This design comes from an exercise in tuning for a short achievable clock period and few clock cycles on the open sky130 flow, not from production work. In this exercise RTL edits were held to simulation tests only and were not proved equivalent to the original. No activity file was given, so power comes from the tool's default toggle rates.

==> run a: inputs <==
Design cpu, start of the top module:
module cpu(
    input  wire                 clk_in,
    input  wire                 rst_in,
    input  wire                 rdy_in,
    input  wire [ 7:0]          mem_din,
    output wire [ 7:0]          mem_dout,
    output wire [31:0]          mem_a,
    output wire                 mem_wr
);
Settings: LEC_CHECK=0, ABC_CLOCK_PERIOD_IN_PS=3500, CAP_MARGIN=20, CORE_MARGIN=2, CORE_UTILIZATION=40, SETUP_SLACK_MARGIN=4.5, SLEW_MARGIN=20, TNS_END_PERCENT=50; clock period 10.0 ns.
run.sh (not shown) runs the stock make flow with config.mk's settings and CLKGATE_MAP_FILE= SYNTH_SCRIPT=/design/flow/synth_recipe.tcl, a recipe that flattens the netlist after the stock synthesis.
==> run b: changes against run a <==
--- a/flow/design.v
+++ b/flow/design.v
@@ -110,11 +110,13 @@
 reg  [31:0] ldb;
 reg         dreq_r;        
 reg  [31:0] dr_addr;
 reg  [2:0]  dr_len;
 reg         dr_fill;
-wire        dwait = dreq_r || (bst == B_LD);
+reg         b_w0;          
+reg         lwait;         
+wire        dwait = dreq_r || lwait || ((bst == B_LD) && (!b_fill || !b_w0));
 reg  [31:0] sb_addr [0:SBN-1];
 reg  [31:0] sb_data [0:SBN-1];
 reg  [2:0]  sb_len  [0:SBN-1];
 reg  [1:0]  sb_head, sb_tail;
 reg  [2:0]  sb_cnt;
@@ -263,11 +265,12 @@
 wire           m_cross = em_cross;
 wire           m_hit = dval[em_ait] && (m_ctag == m_tag) && m_cable && !m_cross;
 wire           m_ld_ok = ldb_v || m_hit;
 wire           m_ld = em_v && em_load;
 wire           m_miss = m_ld && !m_ld_ok;      
-wire           m_stall = em_v && em_store && sb_full;
+wire           m_stall = em_v && em_store && (sb_full || ((bst == B_LD) && b_fill));
+wire           m_line_busy = (bst == B_LD) && b_fill && (m_addr[16:4] == b_base[16:4]) && (m_addr[3:2] >= b_base[3:2]);
 wire [1:0]     m_off = m_addr[1:0];
 wire [7:0]     m_b0 = (m_off == 2'd0) ? m_l0 : (m_off == 2'd1) ? m_l1 :
                       (m_off == 2'd2) ? m_l2 : m_l3;
 wire [7:0]     m_b1 = (m_off == 2'd0) ? m_l1 : (m_off == 2'd1) ? m_l2 : m_l3;
 wire [7:0]     m_r0 = ldb_v ? ldb[7:0] : m_b0;
@@ -418,10 +421,11 @@
         b_len <= 5'd0;
         b_rcv <= 4'd0;
         b_v1 <= 1'b0;
         b_v2 <= 1'b0;
         b_fill <= 1'b0;
+        b_w0 <= 1'b0;
         mem_wr_r <= 1'b0;
         mem_a_r <= 32'h0;
         mem_dout_r <= 8'h0;
         sb_head <= 2'd0;
     end else if (rdy) begin
@@ -441,10 +445,11 @@
             b_rcv <= 4'd0;
             b_iss <= 5'd1;
             if (b_pick_ld) begin
                 bst <= B_LD;
                 b_fill <= dr_fill;
+                b_w0 <= 1'b0;
                 if (dr_fill) begin
                     b_base <= {dr_addr[31:2], 2'b00};
                     mem_a_r <= {dr_addr[31:2], 2'b00};
                     b_len <= 5'd16 - {1'b0, dr_addr[3:2], 2'b00};
                 end else begin
@@ -468,10 +473,11 @@
                 mem_a_r <= pc_f;
                 b_v1 <= 1'b1;
             end
         end
         B_IF, B_LD: begin
+            if (b_wdone) b_w0 <= 1'b1;
             if (b_iss != b_len) begin
                 mem_a_r <= b_base + {27'h0, b_iss};
                 b_iss <= b_iss + 5'd1;
                 b_v1 <= 1'b1;
             end
@@ -498,10 +504,11 @@
     if (rst) begin
         b_stale <= 1'b0;
         ibuf_v <= 1'b0;
         ldb_v <= 1'b0;
         dreq_r <= 1'b0;
+        lwait <= 1'b0;
         sb_tail <= 2'd0;
         sb_cnt <= 3'd0;
     end else begin
         if (f_moves) begin
             b_stale <= 1'b1;
@@ -512,11 +519,13 @@
         if (adv && m_ld) ldb_v <= 1'b0;
         if (rdy && ld_done && !b_fill) begin
             ldb_v <= 1'b1;
             ldb <= b_word_sh;
         end
-        if (m_miss) dreq_r <= 1'b1;
+        if (m_miss && !m_line_busy) dreq_r <= 1'b1;
+        if (m_miss && m_line_busy) lwait <= 1'b1;
+        else if (bst != B_LD) lwait <= 1'b0;
         if (m_ld) begin
             dr_addr <= m_addr;
             dr_len <= m_len;
             dr_fill <= m_cable && !m_cross;
         end
==> results.txt <==
* Post-Syn Instances at between 20,000 and 30,000
* Worst-path maximum fanout at 6
* Outcome: complete, no violations
* Initial antenna violation count at 101
* Met1 Routed Length at approximately 510,000 um
* Mux contribution to synthesized area at 0.167
* Die width at slightly below 1000 um
the above is filed under run b

==> results.txt <==
* Gates resized, CTS repair at between 150 and 200
* Met1 Routed Length at 514,000 um
* Post-Syn Instances at 26,002
* Comb power frac at 0.023
* Die width at 986 um
* Pin count of the biggest net entering global routing at ~130
* Worst-path maximum fanout at 35
* DR iter-0 viols at approximately 40,000
* Synth Cell Area at about 390,000 sq um
* R2R Setup Slk at 4.32 ns
* Initial antenna violation count at 150
* Outcome: complete, no violations
* Mux contribution to synthesized area at 0.167
the above is filed under run a

Testbench counts of run a, summed over its fixed seeds: cycles 389,836.
Testbench counts of run b, summed over its fixed seeds: cycles 382,762.

## static timing again, ports no longer ideal
Ports are ideal in the flow. The routed layouts listed here were re-timed in OpenROAD.
Step 1, drivers: a clkbuf_16 drives clk_in and a buf_2 each remaining input, both assumed.
Step 2 adds t to the input delays and takes it off the output delays; t is the mean of the earliest and latest rising clock arrival at the registers after step 1. Input paths then give back, and output paths get back, about the clock's delay inside the block.
Slacks: no drivers / after step 1 / after step 2; pairs: no drivers / after step 1.
run | t, ns | setup slack, ns | latest minus earliest clock arrival (ns) | worst register clock-pin slew, ns
run a | 1.267 | 4.316 / 4.316 / 4.091 | 0.139 / 0.139 | 0.07 / 0.07
run b | 1.325 | 4.088 / 4.088 / 4.088 | 0.178 / 0.178 | 0.07 / 0.07
After both steps setup and hold are still met in every run listed. For run a, which loses most, drivers alone change the setup slack by 0.000 ns; drivers and shift together by -0.225 ns.
